From an optimization exercise on the open Yosys and OpenROAD flow, aimed at small area; shortcuts taken in it are not production practice. The RTL was checked by simulation tests, not by an equivalence proof against the original design. Power figures rest on the tool's default switching activity, not on a simulated workload.

[flow/design.v]
`default_nettype none
typedef struct packed {
  logic [31:0] pc;
  logic [31:0] instr;
} fetcher_output;
typedef struct packed {
  logic [4:0]  rd;
  logic [31:0] rs1;
  logic [31:0] rs2;
  logic [31:0] mem_addr;
  logic        is_valid_instr;
  logic        is_add;
  logic        is_sub;
  logic        is_xor;
  logic        is_or;
  logic        is_and;
  logic        is_mul;
  logic        is_mulh;
  logic        is_mulhu;
  logic        is_mulhsu;
  logic        is_div;
  logic        is_divu;
  logic        is_rem;
  logic        is_remu;
  logic        is_sll;
  logic        is_slt;
  logic        is_sltu;
  logic        is_srl;
  logic        is_sra;
  logic        is_lui;
  logic        is_lb;
  logic        is_lbu;
  logic        is_lhu;
  logic        is_lh;
  logic        is_lw;
  logic        is_sb;
  logic        is_sh;
  logic        is_sw;
  logic        is_ecall;
  logic        is_ebreak;
  logic        is_csrrw;
  logic        is_csrrs;
  logic        is_csrrc;
} decoder_output;
typedef struct packed {
  logic [4:0]  rd;
  logic [31:0] rd_data;
  logic [31:0] mem_addr;
  logic [31:0] mem_data;
  logic        is_lb;
  logic        is_lbu;
  logic        is_lh;
  logic        is_lhu;
  logic        is_lw;
  logic        is_sb;
  logic        is_sh;
  logic        is_sw;
} executor_output;
typedef struct packed {
  logic [4:0] rd;
  logic [31:0] rd_data;
} accessor_output;
typedef struct packed {
  logic        wen;
  logic [31:0] waddr;
  logic [31:0] wdata;
} writeback_output;
`timescale 1 ns / 1 ps
`default_nettype none
 `default_nettype none
module fetcher(
  input  logic clk,
  input  logic reset,
  input  logic [31:0] pc,
  output logic [31:0] imem_addr,
  input  logic [31:0] imem_data,
  output fetcher_output out
);
  assign imem_addr = pc;
  always_comb begin
    if (reset) begin
      out.pc = 32'b0;
      out.instr = 32'b0;
    end else begin
      out.instr = imem_data;
      out.pc = pc;
    end
  end
endmodule
`timescale 1 ns / 1 ps
`default_nettype none
module regfile(
  input  logic        clk,
  input  logic [4:0]  rs1,
  input  logic [4:0]  rs2,
  output logic [31:0] reg_rs1,
  output logic [31:0] reg_rs2,
  input  logic        wen,
  input  logic [4:0]  waddr,
  input  logic [31:0] wdata
);
  logic [31:0] regs[31:0];
  always_ff @(posedge clk) begin
    reg_rs1 <= rs1 > 0 ? regs[rs1] : 0;
    reg_rs2 <= rs2 > 0 ? regs[rs2] : 0;
    if (wen) begin
      if(waddr > 0) regs[waddr] <= wdata;
    end
  end
endmodule
`timescale 1 ns / 1 ps
`default_nettype none
 `default_nettype none
module decoder (
  input  logic clk,
  input  logic reset,
  input  fetcher_output in,
  input  logic [31:0] reg_rs1,
  input  logic [31:0] reg_rs2,
  output logic [31:0] pc,
  output logic [4:0] rs1,
  output logic [4:0] rs2,
  output decoder_output out
);
  logic [31:0] instr;
  assign instr = in.instr;
  logic [31:0] fetcher_pc;
  assign fetcher_pc = in.pc;
  logic [4:0] opcode;
  assign opcode = instr[6:2];
  logic [1:0] quadrant, cfunct2, cmath_funct2;
  assign quadrant = instr[1:0];
  logic uncompressed;
  assign uncompressed = quadrant == 2'b11;
  logic [2:0] funct3, cfunct3;
  logic [3:0] cfunct4;
  assign funct3 = instr[14:12];
  assign cfunct3 = instr[15:13];
  assign cfunct2 = instr[11:10];
  assign cmath_funct2 = instr[6:5];
  assign cfunct4 = instr[15:12];
  logic [5:0] cfunct6;
  assign cfunct6 = instr[15:10];
  logic [6:0] funct7;
  assign funct7 = instr[31:25];
  logic instr_auipc, instr_jal, instr_jalr, instr_beq, instr_bne, instr_blt, instr_bltu, instr_bge,
        instr_bgeu, instr_add, instr_sub, instr_mul, instr_mulh, instr_mulhu, instr_mulhsu,
        instr_div, instr_divu, instr_rem, instr_remu, instr_xor, instr_or, instr_and, instr_sll,
        instr_slt, instr_sltu, instr_srl, instr_sra, instr_lui, instr_lb, instr_lbu, instr_lhu,
        instr_lh, instr_lw, instr_sb, instr_sh, instr_sw, instr_ecall, instr_ebreak, instr_csrrw,
        instr_csrrs, instr_csrrc;
  logic [31:0] immediate, i_immediate, s_immediate, b_immediate, u_immediate, j_immediate;
  assign i_immediate = {{20{instr[31]}}, instr[31:20]};
  assign s_immediate = {{20{instr[31]}}, instr[31:25], instr[11:7]};
  assign b_immediate = {{20{instr[31]}}, instr[7], instr[30:25], instr[11:8], 1'b0};
  assign u_immediate = {instr[31], instr[30:20], instr[19:12], 12'b0};
  assign j_immediate = {{12{instr[31]}}, instr[19:12], instr[20], instr[30:21], 1'b0};
  logic [31:0] cl_immediate, clwsp_immediate, cli_immediate, css_immediate, cj_immediate,
    cb_immediate, clui_immediate, caddi_immediate, caddi16sp_immediate, caddi4spn_immediate;
  assign cl_immediate = {25'b0, instr[5], instr[12:10], instr[6], 2'b00};
  assign clwsp_immediate = {24'b0, instr[3:2], instr[12], instr[6:4], 2'b00};
  assign cli_immediate = {{26{instr[12]}}, instr[12], instr[6:2]};
  assign css_immediate = {24'b0, instr[8:7], instr[12:9], 2'b00};
  assign cj_immediate = {{20{instr[12]}}, instr[12], instr[8], instr[10], instr[9], instr[6],
                          instr[7], instr[2], instr[11], instr[5], instr[4], instr[3], 1'b0};
  assign cb_immediate = {{23{instr[12]}}, instr[12], instr[6:5], instr[2], instr[11:10], instr[4:3], 1'b0};
  assign clui_immediate = {{14{instr[12]}}, instr[12], instr[6:2], 12'b0};
  assign caddi_immediate = {{26{instr[12]}}, instr[12], instr[6:2]};
  assign caddi16sp_immediate = {{22{instr[12]}}, instr[12], instr[4:3], instr[5], instr[2], instr[6], 4'b0};
  assign caddi4spn_immediate = {22'b0, instr[10:7], instr[12:11], instr[5], instr[6], 2'b00};
  always_comb begin
    case (1'b1)
      instr_load_op || instr_jalr: immediate = i_immediate;
      instr_store_op: immediate = s_immediate;
      instr_lui_op || instr_auipc: immediate = u_immediate;
      instr_jal_op: immediate = j_immediate;
      instr_branch_op: immediate = b_immediate;
      instr_math_immediate_op: immediate = i_immediate;
      instr_clwsp: immediate = clwsp_immediate;
      instr_cswsp: immediate = css_immediate;
      instr_csw: immediate = cl_immediate;
      instr_clw: immediate = cl_immediate;
      instr_cj || instr_cjal: immediate = cj_immediate;
      instr_cbeqz || instr_cbnez: immediate = cb_immediate;
      instr_cli: immediate = cli_immediate;
      instr_clui: immediate = clui_immediate;
      instr_caddi: immediate = caddi_immediate;
      instr_caddi16sp: immediate = caddi16sp_immediate;
      instr_caddi4spn: immediate = caddi4spn_immediate;
      instr_candi: immediate = caddi_immediate;
      default: immediate = 32'b0;
    endcase
  end
  logic instr_lui_op, instr_jal_op, instr_jalr_op, instr_cj, instr_cjal, instr_cjr, instr_cjalr,
    instr_clui;
  assign instr_lui_op = opcode == 5'b01101 && uncompressed;
  assign instr_lui = instr_lui_op || instr_clui;
  assign instr_clui = quadrant == 2'b01 && cfunct3 == 3'b011 && clui_immediate != 0 &&
    instr[11:7] != 2;
  assign instr_auipc = opcode == 5'b00101 && uncompressed;
  assign instr_jal_op = opcode == 5'b11011 && uncompressed;
  assign instr_jal = instr_jal_op || instr_cj || instr_cjal;
  assign instr_jalr_op = opcode == 5'b11001 && uncompressed && funct3 == 3'b000;
  assign instr_jalr = instr_jalr_op || instr_cjr || instr_cjalr;
  assign instr_cj = quadrant == 2'b01 && cfunct3 == 3'b101;
  assign instr_cjal = quadrant == 2'b01 && cfunct3 == 3'b001;
  assign instr_cjr = quadrant == 2'b10 && cfunct3 == 3'b100 && instr[12] == 0 && instr[6:2] == 0 &&
    instr[11:7] != 0;
  assign instr_cjalr = quadrant == 2'b10 && cfunct3 == 3'b100 && instr[12] == 1 && instr[6:2] == 0 &&
    instr[11:7] != 0;
  logic instr_branch_op, instr_cbeqz, instr_cbnez;
  assign instr_branch_op = opcode == 5'b11000 && uncompressed;
  assign instr_beq = (instr_branch_op && funct3 == 3'b000) || instr_cbeqz;
  assign instr_bne = (instr_branch_op && funct3 == 3'b001) || instr_cbnez;
  assign instr_blt = instr_branch_op && funct3 == 3'b100;
  assign instr_bge = instr_branch_op && funct3 == 3'b101;
  assign instr_bltu = instr_branch_op && funct3 == 3'b110;
  assign instr_bgeu = instr_branch_op && funct3 == 3'b111;
  assign instr_cbeqz = quadrant == 2'b01 && cfunct3 == 3'b110;
  assign instr_cbnez = quadrant == 2'b01 && cfunct3 == 3'b111;
  logic instr_load_op, instr_clwsp, instr_clw;
  assign instr_load_op = opcode == 5'b00000 && uncompressed;
  assign instr_lb = instr_load_op && funct3 == 3'b000;
  assign instr_lh = instr_load_op && funct3 == 3'b001;
  assign instr_lw = (instr_load_op && funct3 == 3'b010) || instr_clwsp || instr_clw;
  assign instr_lbu = instr_load_op && funct3 == 3'b100;
  assign instr_lhu = instr_load_op && funct3 == 3'b101;
  assign instr_clwsp = quadrant == 2'b10 && cfunct3 == 3'b010 && instr[11:7] != 5'b0;
  assign instr_clw = quadrant == 2'b00 && cfunct3 == 3'b010;
  logic instr_store_op, instr_cswsp, instr_csw;
  assign instr_store_op = opcode == 5'b01000 && uncompressed;
  assign instr_sb = instr_store_op && funct3 == 3'b000;
  assign instr_sh = instr_store_op && funct3 == 3'b001;
  assign instr_sw = (instr_store_op && funct3 == 3'b010) || instr_cswsp || instr_csw;
  assign instr_cswsp = quadrant == 2'b10 && cfunct3 == 3'b110;
  assign instr_csw = quadrant == 2'b00 && cfunct3 == 3'b110;
  logic math_low;
  assign math_low = funct7 == 7'b0000000;
  logic math_high;
  assign math_high = funct7 == 7'b0100000;
  logic instr_math_immediate, instr_math_immediate_op, instr_cli, instr_caddi, instr_caddi16sp,
    instr_caddi4spn, instr_cslli, instr_csrli, instr_csrai, instr_candi, instr_addi, instr_slti,
    instr_sltiu, instr_xori, instr_ori, instr_andi, instr_slli, instr_srli, instr_srai;
  assign instr_math_immediate_op = opcode == 5'b00100 && uncompressed;
  assign instr_addi = (instr_math_immediate_op && funct3 == 3'b000) || instr_cli || instr_caddi ||
    instr_caddi16sp || instr_caddi4spn;
  assign instr_caddi = quadrant == 2'b01 && cfunct3 == 3'b000;
  assign instr_caddi16sp = quadrant == 2'b01 && cfunct3 == 3'b011 && instr[11:7] == 2 &&
    caddi16sp_immediate != 0;
  assign instr_caddi4spn = quadrant == 2'b00 && cfunct3 == 3'b000 && caddi4spn_immediate != 0;
  assign instr_cli = quadrant == 2'b01 && cfunct3 == 3'b010;
  assign instr_slti = instr_math_immediate_op && funct3 == 3'b010;
  assign instr_sltiu = instr_math_immediate_op && funct3 == 3'b011;
  assign instr_xori = instr_math_immediate_op && funct3 == 3'b100;
  assign instr_ori = instr_math_immediate_op && funct3 == 3'b110;
  assign instr_andi = (instr_math_immediate_op && funct3 == 3'b111) || instr_candi;
  assign instr_candi = quadrant == 2'b01 && cfunct3 == 3'b100 && cfunct2 == 2'b10;
  assign instr_slli = (instr_math_immediate_op && math_low && funct3 == 3'b001) || instr_cslli;
  assign instr_srli = (instr_math_immediate_op && math_low && funct3 == 3'b101) || instr_csrli;
  assign instr_srai = (instr_math_immediate_op && math_high && funct3 == 3'b101) || instr_csrai;
  assign instr_cslli = quadrant == 2'b10 && cfunct4 == 4'b0000;
  assign instr_csrli = quadrant == 2'b01 && cfunct4 == 4'b1000 && cfunct2 == 2'b00;
  assign instr_csrai = quadrant == 2'b01 && cfunct4 == 4'b1000 && cfunct2 == 2'b01;
  assign instr_math_immediate = instr_addi || instr_slti || instr_sltiu || instr_xori || instr_ori || instr_andi ||
    instr_slli || instr_srli || instr_srai;
  logic instr_math_op, instr_cmv, instr_cadd, instr_cand, instr_cor, instr_cxor, instr_csub;
  assign instr_math_op = opcode == 5'b01100 && uncompressed;
  assign instr_add = (instr_math_op && math_low && funct3 == 3'b000) || instr_cmv || instr_cadd || instr_addi;
  assign instr_cmv = quadrant == 2'b10 && cfunct4 == 4'b1000 && instr[6:2] != 0;
  assign instr_cadd = quadrant == 2'b10 && cfunct4 == 4'b1001 && instr[6:2] != 0;
  assign instr_sub = (instr_math_op && math_high && funct3 == 3'b000) || instr_csub;
  assign instr_csub = quadrant == 2'b01 && cfunct6 == 6'b100011 && cmath_funct2 == 2'b00;
  assign instr_sll = instr_math_op && math_low && funct3 == 3'b001 || instr_slli;
  assign instr_slt = instr_math_op && math_low && funct3 == 3'b010 || instr_slti;
  assign instr_sltu = instr_math_op && math_low && funct3 == 3'b011 || instr_sltiu;
  assign instr_xor = (instr_math_op && math_low && funct3 == 3'b100) || instr_cxor || instr_xori;
  assign instr_cxor = quadrant == 2'b01 && cfunct6 == 6'b100011 && cmath_funct2 == 2'b01;
  assign instr_srl = instr_math_op && math_low && funct3 == 3'b101 || instr_srli;
  assign instr_sra = instr_math_op && math_high && funct3 == 3'b101 || instr_srai;
  assign instr_or = (instr_math_op && math_low && funct3 == 3'b110) || instr_cor || instr_ori;
  assign instr_cor = quadrant == 2'b01 && cfunct6 == 6'b100011 && cmath_funct2 == 2'b10;
  assign instr_and = (instr_math_op && math_low && funct3 == 3'b111) || instr_cand || instr_andi;
  assign instr_cand = quadrant == 2'b01 && cfunct6 == 6'b100011 && cmath_funct2 == 2'b11;
  logic instr_m;
  assign instr_m = instr_math_op && funct7 == 7'b0000001;
  assign instr_mul = instr_m && funct3 == 3'b000;
  assign instr_mulh = instr_m && funct3 == 3'b001;
  assign instr_mulhu = instr_m && funct3 == 3'b011;
  assign instr_mulhsu = instr_m && funct3 == 3'b010;
  assign instr_div = instr_m && funct3 == 3'b100;
  assign instr_divu = instr_m && funct3 == 3'b101;
  assign instr_rem = instr_m && funct3 == 3'b110;
  assign instr_remu = instr_m && funct3 == 3'b111;
  logic instr_csr, instr_csrrwi, instr_csrrsi, instr_csrrci;
  assign instr_csr = opcode == 5'b11100 && uncompressed;
  assign instr_csrrw = instr_csr && funct3 == 3'b001 || instr_csrrwi;
  assign instr_csrrs = instr_csr && funct3 == 3'b010 || instr_csrrsi;
  assign instr_csrrc = instr_csr && funct3 == 3'b011 || instr_csrrci;
  assign instr_csrrwi = instr_csr && funct3 == 3'b101;
  assign instr_csrrsi = instr_csr && funct3 == 3'b110;
  assign instr_csrrci = instr_csr && funct3 == 3'b111;
  logic instr_error;
  assign instr_error = opcode == 5'b11100 && uncompressed && funct3 == 0 && rs1 == 0 && rd == 0;
  assign instr_ecall = instr_error && !{|instr[31:20]};
  assign instr_ebreak = instr_error && |instr[31:20];
  logic instr_valid;
  assign instr_valid = instr_auipc || instr_jal || instr_jalr || instr_beq || instr_bne || instr_blt
    || instr_bltu || instr_bge || instr_bgeu || instr_add || instr_sub || instr_xor || instr_or ||
    instr_and || instr_mul || instr_mulh || instr_mulhu || instr_mulhsu || instr_div || instr_divu
    || instr_rem || instr_remu || instr_sll || instr_slt || instr_sltu || instr_srl || instr_sra ||
    instr_lui || instr_lb || instr_lbu || instr_lh || instr_lhu || instr_lw || instr_sb || instr_sh
    || instr_sw || instr_ecall || instr_ebreak;
  logic [4:0] rd;
  always_comb begin
    case (1'b1)
      instr_beq || instr_bne || instr_blt || instr_bge || instr_bltu || instr_bgeu ||
        instr_sb || instr_sh || instr_sw || instr_cj || instr_cjr: rd = 0;
      instr_cjal || instr_cjalr: rd = 1;
      instr_clw || instr_caddi4spn: rd = {2'b01, instr[4:2]};
      instr_csrai || instr_csrli || instr_candi || instr_cand ||
        instr_cor || instr_cxor || instr_csub: rd = {2'b01, instr[9:7]};
      default: rd = instr[11:7];
    endcase
  end
  always_comb begin
    case (1'b1)
      instr_clwsp || instr_cswsp || instr_caddi4spn: rs1 = 2;
      instr_clw || instr_csw || instr_cbeqz || instr_cbnez ||
        instr_csrai || instr_csrli || instr_candi || instr_cand ||
        instr_cor || instr_cxor || instr_csub: rs1 = {2'b01, instr[9:7]};
      instr_cjr || instr_cjalr || instr_cslli: rs1 = instr[11:7];
      instr_cli || instr_cmv: rs1 = 0;
      instr_caddi || instr_caddi16sp || instr_cadd: rs1 = instr[11:7];
      default: rs1 = instr[19:15];
    endcase  
  end
  always_comb begin
    case(1'b1)
      instr_cswsp || instr_cslli || instr_csrai || instr_csrli || instr_cmv || instr_cadd: rs2 = instr[6:2];
      instr_csw || instr_cand || instr_cor || instr_cxor || instr_csub: rs2 = {2'b01, instr[4:2]};
      instr_cbeqz || instr_cbnez: rs2 = 0;
      default: rs2 = instr[24:20];
    endcase
  end
  logic instr_math, instr_shift;
  assign instr_math = instr_add || instr_sub || instr_sll || instr_slt || instr_sltu || instr_xor || instr_srl ||
    instr_sra || instr_or || instr_and || instr_mul || instr_mulh || instr_mulhu || instr_mulhsu || instr_div ||
    instr_divu || instr_rem || instr_remu;
  assign instr_shift = instr_sll || instr_slt || instr_sltu || instr_xor || instr_srl || instr_sra;
  logic [31:0] math_arg;
  always_comb
    if (instr_math_immediate) math_arg = instr_shift ? {27'b0, rs2} : immediate;
    else math_arg = reg_rs2;
  logic [31:0] pc_inc;
  assign pc_inc = uncompressed ? 4 : 2;
  always_ff @(posedge clk) begin
    if (reset) begin
      pc <= 0;
      out <= 0;
    end else begin
      pc <= fetcher_pc + pc_inc;
      out.mem_addr <= $signed(immediate) + $signed(reg_rs1);
      out.rs1 <= instr_lui ? immediate : reg_rs1;
      out.rs2 <= instr_math ? math_arg : reg_rs2;
      out.rd <= rd;
      out.is_add <= instr_add;
      out.is_sub <= instr_sub;
      out.is_xor <= instr_xor;
      out.is_or <= instr_or;
      out.is_and <= instr_and;
      out.is_mul <= instr_mul;
      out.is_mulh <= instr_mulh;
      out.is_mulhu <= instr_mulhu;
      out.is_mulhsu <= instr_mulhsu;
      out.is_div <= instr_div;
      out.is_divu <= instr_divu;
      out.is_rem <= instr_rem;
      out.is_remu <= instr_remu;
      out.is_sll <= instr_sll;
      out.is_slt <= instr_slt;
      out.is_sltu <= instr_sltu;
      out.is_srl <= instr_srl;
      out.is_sra <= instr_sra;
      out.is_lui <= instr_lui;
      out.is_lb <= instr_lb;
      out.is_lbu <= instr_lbu;
      out.is_lhu <= instr_lhu;
      out.is_lh <= instr_lh;
      out.is_lw <= instr_lw;
      out.is_sb <= instr_sb;
      out.is_sh <= instr_sh;
      out.is_sw <= instr_sw;
      out.is_ecall <= instr_ecall;
      out.is_ebreak <= instr_ebreak;
      out.is_csrrw <= instr_csrrw;
      out.is_csrrs <= instr_csrrs;
      out.is_csrrc <= instr_csrrc;
      out.is_valid_instr <= instr_valid;
      case(1'b1)
        instr_auipc: begin
          out.rd <= rd;
          out.rs1 <= reg_rs1;
          out.rs2 <= reg_rs2;
          out.is_add <= 1;
        end
        instr_jal || instr_jalr: begin
          pc <= instr_jalr ?
            ($signed(immediate) + $signed(reg_rs1)) & 32'hfffffffe :
            $signed(fetcher_pc) + $signed(immediate);
          out.rs1 <= fetcher_pc;
          out.rs2 <= pc_inc;
          out.rd <= rd;
          out.is_add <= 1;
        end
        instr_beq || instr_bne || instr_blt || instr_bltu || instr_bge || instr_bgeu: begin
          case(1'b1)
            instr_beq: pc <= reg_rs1 == reg_rs2 ? fetcher_pc + immediate : fetcher_pc + pc_inc;
            instr_bne: pc <= reg_rs1 != reg_rs2 ? fetcher_pc + immediate : fetcher_pc + pc_inc;
            instr_blt: pc <= $signed(reg_rs1) < $signed(reg_rs2) ? fetcher_pc + immediate : fetcher_pc + pc_inc;
            instr_bltu: pc <= reg_rs1 < reg_rs2 ? fetcher_pc + immediate : fetcher_pc + pc_inc;
            instr_bge: pc <= $signed(reg_rs1) >= $signed(reg_rs2) ? fetcher_pc + immediate : fetcher_pc + pc_inc;
            instr_bgeu: pc <= reg_rs1 >= reg_rs2 ? fetcher_pc + immediate : fetcher_pc + pc_inc;
          endcase  
          out.rs1 <= 0;
          out.rs2 <= 0;
          out.rd <= 0;
        end
      endcase
    end
  end
endmodule
`timescale 1 ns / 1 ps
`default_nettype none
 `default_nettype none
module executor(
  input  logic clk,
  input  logic reset,
  input  decoder_output in,
  output executor_output out
);
  logic [31:0] rs1, rs2;
  assign rs1 = in.rs1;
  assign rs2 = in.rs2;
  logic [1:0]  state;
  localparam init = 2'b00;
  localparam divide = 2'b10;
  logic [6:0]  mul_div_counter;
  logic [63:0] mul_div_x, mul_div_y;
  logic [63:0] mul_div_store;
  logic stalled;
  always_comb
    stalled = state != init;
  logic mul_sign_x, mul_sign_y;
  logic signed [63:0] multiply;
  assign mul_sign_x = in.rs1[0] & in.is_mulh;
  assign mul_sign_y = in.rs2[0] & (in.is_mulh | in.is_mulhsu);
  assign multiply = {mul_sign_x, in.rs1} * {mul_sign_y, in.rs2};
  always_ff @(posedge clk) begin
    if (reset) begin
      state <= init;
      out <= 0;
      mul_div_counter <= 0;
      mul_div_store <= 0;
      mul_div_x <= 0;
      mul_div_y <= 0;
    end else begin
      case (state)
        init: begin
          out.rd <= in.rd;
          out.rd_data <= 0;
          out.mem_addr <= in.mem_addr;
          out.mem_data <= in.rs2;
          out.is_lb <= in.is_lb;
          out.is_lbu <= in.is_lbu;
          out.is_lh <= in.is_lh;
          out.is_lhu <= in.is_lhu;
          out.is_lw <= in.is_lw;
          out.is_sb <= in.is_sb;
          out.is_sh <= in.is_sh;
          out.is_sw <= in.is_sw;
          case (1'b1)
            in.is_add: out.rd_data <= rs1 + rs2;
            in.is_lui: out.rd_data <= rs1;
            in.is_sub: out.rd_data <= rs1 - rs2;
            in.is_sll: out.rd_data <= rs1 << rs2;
            in.is_slt: out.rd_data <= {31'b0, $signed(rs1) < $signed(rs2)};
            in.is_sltu: out.rd_data <= {31'b0, rs1 < rs2};
            in.is_xor: out.rd_data <= rs1 ^ rs2;
            in.is_srl: out.rd_data <= rs1 >> rs2;
            in.is_sra: out.rd_data <= $signed(rs1) >>> rs2;
            in.is_or: out.rd_data <= rs1 | rs2;
            in.is_and: out.rd_data <= rs1 & rs2;
            in.is_mul || in.is_mulh || in.is_mulhu || in.is_mulhsu: begin
              if (in.is_mul) begin
                out.rd_data <= multiply[31:0];
              end else begin
                out.rd_data <= multiply[63:32];
              end
            end
            in.is_div || in.is_divu || in.is_rem || in.is_remu: begin
              mul_div_counter <= 65;
              state <= divide;
              mul_div_store <= 0;
              mul_div_x <= {32'b0, rs1};
              mul_div_y <= {1'b0, rs2, 31'b0};
            end
            in.is_ecall || in.is_ebreak || in.is_csrrw || in.is_csrrs || in.is_csrrc: ;
            in.is_valid_instr: ;
          endcase  
        end  
        divide: begin
          if (mul_div_counter > 0) begin
            if (mul_div_x <= mul_div_y) begin
              mul_div_store <= (mul_div_store << 1) | 1;
              mul_div_x <= mul_div_x - mul_div_y;
            end else begin
              mul_div_store <= mul_div_store << 1;
            end
            mul_div_y <= mul_div_y >> 1;
            mul_div_counter <= mul_div_counter - 1;
          end else begin
            case (1'b1)
              in.is_div: out.rd_data <= in.rs1[31] != in.rs2[31] ? -mul_div_store[31:0] : mul_div_store[31:0];
              in.is_divu: out.rd_data <= mul_div_store[31:0];
              in.is_rem: out.rd_data <= in.rs1[31] ? -mul_div_x[31:0] : mul_div_x[31:0];
              in.is_remu: out.rd_data <= mul_div_x[31:0];
            endcase
            state <= init;
          end
        end  
        default: ;
      endcase
    end
  end
endmodule
`timescale 1 ns / 1 ps
`default_nettype none
 `default_nettype none
module accessor(
    input  logic clk,
    input  logic reset,
    input  executor_output in,
    output logic [31:0] mem_addr,
    output logic [3:0]  mem_wstrb,
    output logic [31:0] mem_wdata,
    input  logic [31:0] mem_rdata,
    output accessor_output out
);
  logic addr16;
  assign addr16 = in.mem_addr[1];
  logic [1:0] addr24;
  assign addr24 = in.mem_addr[1:0];
  logic [31:0] write_request;
  always_comb begin
    if(reset) begin
      mem_addr = 0;
      mem_wstrb = 0;
      write_request = 0;
    end else begin
      mem_addr = {in.mem_addr[31:2], 2'b00};
      mem_wstrb = 4'b0000;
      write_request = in.mem_data;
      case (1'b1)
        in.is_lw || in.is_lh || in.is_lhu || in.is_lb || in.is_lbu: begin
          mem_wstrb = 4'b0000;
          mem_addr = {in.mem_addr[31:2], 2'b00};
        end
        in.is_sw || in.is_sh || in.is_sb: begin
          case (1'b1)
            in.is_sw: begin
              mem_addr = in.mem_addr;
              mem_wstrb = 4'b1111;
              write_request = in.mem_data;
            end
            in.is_sh: begin
              mem_wstrb = in.mem_addr[1] ? 4'b1100 : 4'b0011;
              write_request = {2{in.mem_data[15:0]}};
            end
            in.is_sb: begin
              mem_wstrb = 4'b0001 << in.mem_addr[1:0];
              write_request = {4{in.mem_data[7:0]}};
            end
          endcase  
          mem_addr = {in.mem_addr[31:2], 2'b00};
        end  
      endcase  
    end  
  end  
  always_ff @(posedge clk) begin
    if (reset) begin
      out <= 0;
      mem_wdata <= 0;
    end else begin
      mem_wdata <= write_request;
      out.rd_data <= in.rd_data;
      out.rd <= in.rd;
      case (1'b1)
        in.is_lb: begin
          case (addr24)
            2'b00: out.rd_data <= {{24{mem_rdata[7]}}, mem_rdata[7:0]};
            2'b01: out.rd_data <= {{24{mem_rdata[15]}}, mem_rdata[15:8]};
            2'b10: out.rd_data <= {{24{mem_rdata[23]}}, mem_rdata[23:16]};
            2'b11: out.rd_data <= {{24{mem_rdata[31]}}, mem_rdata[31:24]};
          endcase
        end
        in.is_lbu: begin
          case (addr24)
            2'b00: out.rd_data <= {24'b0, mem_rdata[7:0]};
            2'b01: out.rd_data <= {24'b0, mem_rdata[15:8]};
            2'b10: out.rd_data <= {24'b0, mem_rdata[23:16]};
            2'b11: out.rd_data <= {24'b0, mem_rdata[31:24]};
          endcase
        end
        in.is_lh: begin
          case (addr16)
            1'b0: out.rd_data <= {{16{mem_rdata[15]}}, mem_rdata[15:0]};
            1'b1: out.rd_data <= {{16{mem_rdata[31]}}, mem_rdata[31:16]};
          endcase
        end
        in.is_lhu: begin
          case (addr16)
            1'b0: out.rd_data <= {16'b0, mem_rdata[15:0]};
            1'b1: out.rd_data <= {16'b0, mem_rdata[31:16]};
          endcase
        end
        in.is_lw: out.rd_data <= mem_rdata;
      endcase
    end  
  end
endmodule
`timescale 1 ns / 1 ps
`default_nettype none
 `default_nettype none
module writeback(
  input  logic clk,
  input  logic reset,
  input accessor_output in,
  output logic wen,
  output logic [4:0] waddr,
  output logic [31:0] wdata
);
  always_comb begin
    if(reset) begin
      wen = 0;
      waddr = 0;
      wdata = 32'b0;
    end else begin
      wen = 1;
      waddr = in.rd;
      wdata = in.rd_data;
    end
  end  
endmodule
`timescale 1 ns / 1 ps
`default_nettype none
 `default_nettype none
module littlecpu(
  input  logic clk,
  input  logic reset,
  output logic [31:0] imem_addr,
  input  logic [31:0] imem_data,
  output logic [31:0] mem_addr,
  output logic [31:0] mem_wdata,
  output logic [3:0]  mem_wstrb,
  input  logic [31:0] mem_rdata,
  output logic trap
  );
  assign trap = 0;
  logic  [31:0] pc;
  fetcher_output fetcher_out;
  fetcher fetcher(
    .clk(clk),
    .reset(reset),
    .pc(pc),
    .imem_data(imem_data),
    .out(fetcher_out),
    .imem_addr(imem_addr)
  );
  logic [31:0] reg_rs1, reg_rs2, wdata;
  logic [4:0]  rs1, rs2;
  logic [4:0]  waddr;
  logic        wen;
  regfile regfile(
    .clk(clk),
    .rs1(rs1),
    .rs2(rs2),
    .reg_rs1(reg_rs1),
    .reg_rs2(reg_rs2),
    .wen(wen),
    .waddr(waddr),
    .wdata(wdata)
  );
  decoder_output decoder_out;
  decoder decoder(
    .clk(clk),
    .reset(reset),
    .in(fetcher_out),
    .reg_rs1(reg_rs1),
    .reg_rs2(reg_rs2),
    .pc(pc),
    .rs1(rs1),
    .rs2(rs2),
    .out(decoder_out)
  );
  executor_output executor_out;
  executor executor(
    .clk(clk),
    .reset(reset),
    .in(decoder_out),
    .out(executor_out)
  );
  accessor_output accessor_out;
  accessor accessor(
    .clk(clk),
    .reset(reset),
    .in(executor_out),
    .mem_addr(mem_addr),
    .mem_wstrb(mem_wstrb),
    .mem_wdata(mem_wdata),
    .mem_rdata(mem_rdata),
    .out(accessor_out)
  );
  logic writeback_ready;
  writeback writeback(
    .clk(clk),
    .reset(reset),
    .in(accessor_out),
    .wen(wen),
    .waddr(waddr),
    .wdata(wdata)
  );
endmodule
[flow/run.sh]
#!/bin/bash
# synth_recipe.tcl (not shown) runs the flow's synth.tcl, then flattens the netlist and writes it again
# the make line also repeats each setting of config.mk as NAME=value (left out here)
make -C /OpenROAD-flow-scripts/flow DESIGN_CONFIG=/design/flow/config.mk WORK_HOME=/design/flow/orfs CLKGATE_MAP_FILE= SYNTH_SCRIPT=/design/flow/synth_recipe.tcl finish
[flow/config.mk]
export PLATFORM = sky130hd
export DESIGN_NAME = littlecpu
export DESIGN_NICKNAME = littlecpu
export VERILOG_FILES = /design/flow/design.v
export SDC_FILE = /design/flow/constraint.sdc
export NUM_CORES = 4
export LEC_CHECK = 0
export CAP_MARGIN = 20
export CORE_MARGIN = 2
export CORE_UTILIZATION = 40
export SLEW_MARGIN = 20
[flow/constraint.sdc]
create_clock -name core_clock -period 12.0 [get_ports {clk}]
set_input_delay 2.4000 -clock core_clock [delete_from_list [all_inputs] [get_ports {clk}]]
set_output_delay 2.4000 -clock core_clock [all_outputs]
set_load 0.01 [all_outputs]
==> notes.md <==
==> sequential cells by signal (all words and copies together), names as in the netlist, 37 cells and up <==
| signal | cells |
|---|---|
| regfile.regs | 1024 |
| executor.mul_div_y | 63 |
| executor.out | 109 |
| decoder.out | 128 |
| accessor.out | 37 |
| executor.mul_div_x | 64 |
==> per-stage QoR <==
step                cell area (um^2)  hold slack, ns
floorplan                     125700          0.4244
global placement              131500          0.4402
detailed placement            131500          0.4477
CTS                           137700          0.3930
global route                  137700          0.4298
finish                        137800          0.3876
==> final cells by class <==
class / count / area, um^2
fillers: 30570 / 174400
repair buffers: 502 / 4413
flip-flops and latches: 1593 / 42230
clock inverters: 90 / 1027
diodes: 21 / 52.55
clock buffers: 247 / 5136
multi-input cells: 10220 / 74780
inverters: 1316 / 4940
well taps: 4140 / 5180
==> critical path: cells and delay by family, from the launching register on <==
family	cells	cell delay (ns)
flops	1	0.32
compound gates	8	3.29
buf+inv	8	1.64
xor+xnor	1	0.48
fa+ha+maj	9	3.54
simple gates	4	0.99
==> metal layers <==
| layer | wire length (um) | part of all wire | track usage | vias up |
|---|---|---|---|---|
| met3 | 62840 | 0.11 | 0.08937 | 1984 |
| li1 | - | - | - | 48240 |
| met4 | 53440 | 0.090 | 0.2724 | 26 |
| met1 | 217300 | 0.36 | 0.4421 | 56500 |
| met2 | 261700 | 0.44 | 0.5643 | 7285 |
| met5 | 178 | 0.00030 | 0 | - |
==> where the power goes <==
part | internal [W] | switching [W]
Combinational | 0.00181 | 0.00456
Clock | 0.00338 | 0.00255
Sequential | 0.00599 | 0.000415
Total | 0.0112 | 0.00753
==> final timing paths <==
| path | from | slack (ns) | cells past startpoint | to |
|---|---|---|---|---|
| setup reg to reg | decoder.out[110] | 1.58 | 30 | executor.out[92] |
| hold / removal | decoder.out[55] | 0.39 | 2 | executor.out[62] |
| hold reg to reg | decoder.out[55] | 0.39 | 2 | executor.out[62] |
| setup / recovery | decoder.out[110] | 1.58 | 30 | executor.out[92] |
==> cells in the final DEF (no fill, tap or decap), drive strengths merged, types with 49 or more instances in the layout <==
master and n:
nor2b 132, a21oi 1049, nand2 2514, a311oi 130
inv 1308, buf 340, nor3 140, dfxtp 569
fa 963, mux2i 313, a21o 156, a221oi 107
edfxtp 1024, nor4 141, o22ai 131, a31oi 104
clkinv 68, and3 113, nor2 1168, o31ai 49
clkdlybuf4s50 162, a211oi 110, xnor2 179, nand3 448
a22oi 162, nand4 57, o21ai 452, ha 508
clkbuf 247, xor2 108, o221ai 287
==> Yosys cell counts, types with 43 or more instances <==
library cell  number  area (um^2)
fa_1             963        19280
and3_1           113        706.9
a21o_1           156         1171
edfxtp_1        1024        30750
a211oi_1         110        825.8
a22oi_1          162         1216
inv_1           1284         4820
nor2_1          1159         4350
nor2b_1          132        825.8
mux2i_1          312         3123
o221ai_1         286         2505
a31oi_1          101        631.9
o211ai_1          45        337.8
o21bai_1          46        345.3
o21a_1            43        322.8
a311oi_1         130         1139
nand4_1           57        356.6
xnor2_1          179         1568
buf_2            246         1231
ha_1             508         6356
nand2_1         2509         9418
xor2_1           107        937.2
dfxtp_1          569        11390
a221oi_1         106        928.4
o31ai_1           47        352.8
a21oi_1         1048         5245
buf_1            111        416.7
nand3_1          445         2227
nor4_1           127        794.5
o22ai_1          131        819.5
o21ai_0          426         2132
clkbuf_1         631         2369
nor3_1           135        675.7
==> cell families (layout without fill, tap and decap cells) <==
kind of cell | after synthesis | in the layout | synth area share
AO/OA/AOI/OAI | 3135 | 3135 | 0.1648
XOR/XNOR | 287 | 287 | 0.02008
adder cells (fa/ha/maj) | 1471 | 1471 | 0.2041
buffers and inverters | 2341 | 2155 | 0.07383
flip-flops | 1593 | 1593 | 0.3356
multiplexers | 360 | 360 | 0.03213
other | 1 | 56 | 0.00002986
AND/OR/NAND/NOR | 4927 | 4927 | 0.1694
==> flow_summary.json <==
{
  "seq_area_frac_synth": 0.3356,
  "relSlewSlack": 0.1451,
  "worst_slack_ns": 1.578,
  "clk_path_buf_depth": 4,
  "rsz0062_at_grt": "false",
  "drive_gt1_frac": 0.06560,
  "worst_path_most_repeated_cell": "fa_1",
  "holdBufCountCts": 0,
  "cts_setup_buffers": 0,
  "grt_start_max_net_pins": 173,
  "min_period_ns": 10.42,
  "criticalPathCategory": "register to register",
  "dp_hpwl_mm": 419.7,
  "p_leak_nw": 54.00,
  "fmax_ghz": 0.09595,
  "yosysWarnings": 6,
  "cp.required_ns": 12.75,
  "ys_ff_latch": 1593,
  "gp_congestion": 1.067,
  "finalCritPeriodShare": 0.8685,
  "dieWidth_um": 564.3,
  "grt_util_all_layers": 0.3652,
  "antenna_found_initial": 48,
  "post_drt_wl_per_cell_um": 32.85,
  "cts.sinks": 1593,
  "remaining_drc_errors": 0,
  "first_global_vias": 110100,
  "netlist_area_mm2": 0.1256,
  "io_pins": 167,
  "post_cts_resized": 0,
  "insertion_delay_ns": 0.94,
  "viasPerCell": 6.292,
  "nets": 15350,
  "synth_edf_count": 1024,
  "start_util": 0.4023,
  "die_y_um": 564.3,
  "synthDistinctLibCells": 124,
  "report.final.slew_viol_count": 0,
  "synthCells": 14120,
  "crit_path_start_kind": "register",
  "cts_tree": "yes",
  "final_cells": 18120,
  "setup_tns_ns": 0,
  "powerDensity_mw_per_mm2": 135.9,
  "crit_fanout": 26,
  "place.port_buffers": 163,
  "ys.flop_type": "edfxtp_1",
  "total_power_w": 0.01872,
  "cp_slowest_cell": "clkinv_1",
  "synth_async_sr_flop_share": 0,
  "vias": 114000,
  "dieArea_mm2": 0.3184,
  "cpPeakStageDelay_ns": 0.86,
  "first_pass_iters": 9,
  "fin_skew_ns": 0.1528,
  "grt_first_pass_wirelength_mm": 833.4,
  "tightest_slew_ns": 1.269,
  "fin_util": 0.4413,
  "ir_drop_mv": 0.1321,
  "status": "timing/DRC/antenna clean",
  "rows": 205,
  "dp_slack_ns": 1.952,
  "core_area_mm2": 0.3122,
  "setup_violations": 0,
  "hold_violations": 0,
  "worst-endpoint-arrival_ns": 11.17,
  "h-tree-depth": 4,
  "dp.cells": 17760,
  "clk_pin_slew_ns": 0.09,
  "cts-root-buf": "clkbuf_16",
  "min_path_type": "register to register",
  "routed_wl_mm": 595.5,
  "area_delta_synth_final_pct": 9.700,
  "drt_iter0_markers": 15220,
  "maxCapViolCount": 0,
  "ant_nets": 0,
  "end_kind": "register",
  "cts_made_buffers": 187,
  "grt.overflow.total": 0,
  "syn_avg_cell_area_um2": 8.897
}

[re-timing with driven ports]
No port has a modelled driver above. Below, the same layout with a new extraction and two added sets of constraints. Step 1 sets driving cells, clkbuf_16 on the clock port and buf_2 on the other inputs (assumed; they add their load-dependent delay and slew). Step 2 also shifts input and output timing later by t, the mid clock arrival at the registers, as if the neighbouring blocks saw the same clock. Slacks: ideal / step 1 / step 2; pairs: ideal / step 1.
t, ns: 0.979
setup slack, ns: 1.578 / 1.578 / 1.578
hold WS [ns]: 0.388 / 0.388 / 0.388
latest minus earliest clock arrival (ns): 0.153 / 0.152
cell pins on the clock port's net: 1
After both steps this run still meets setup and hold. For this run, drivers alone change the setup slack by 0.000 ns; drivers and shift together by 0.000 ns.
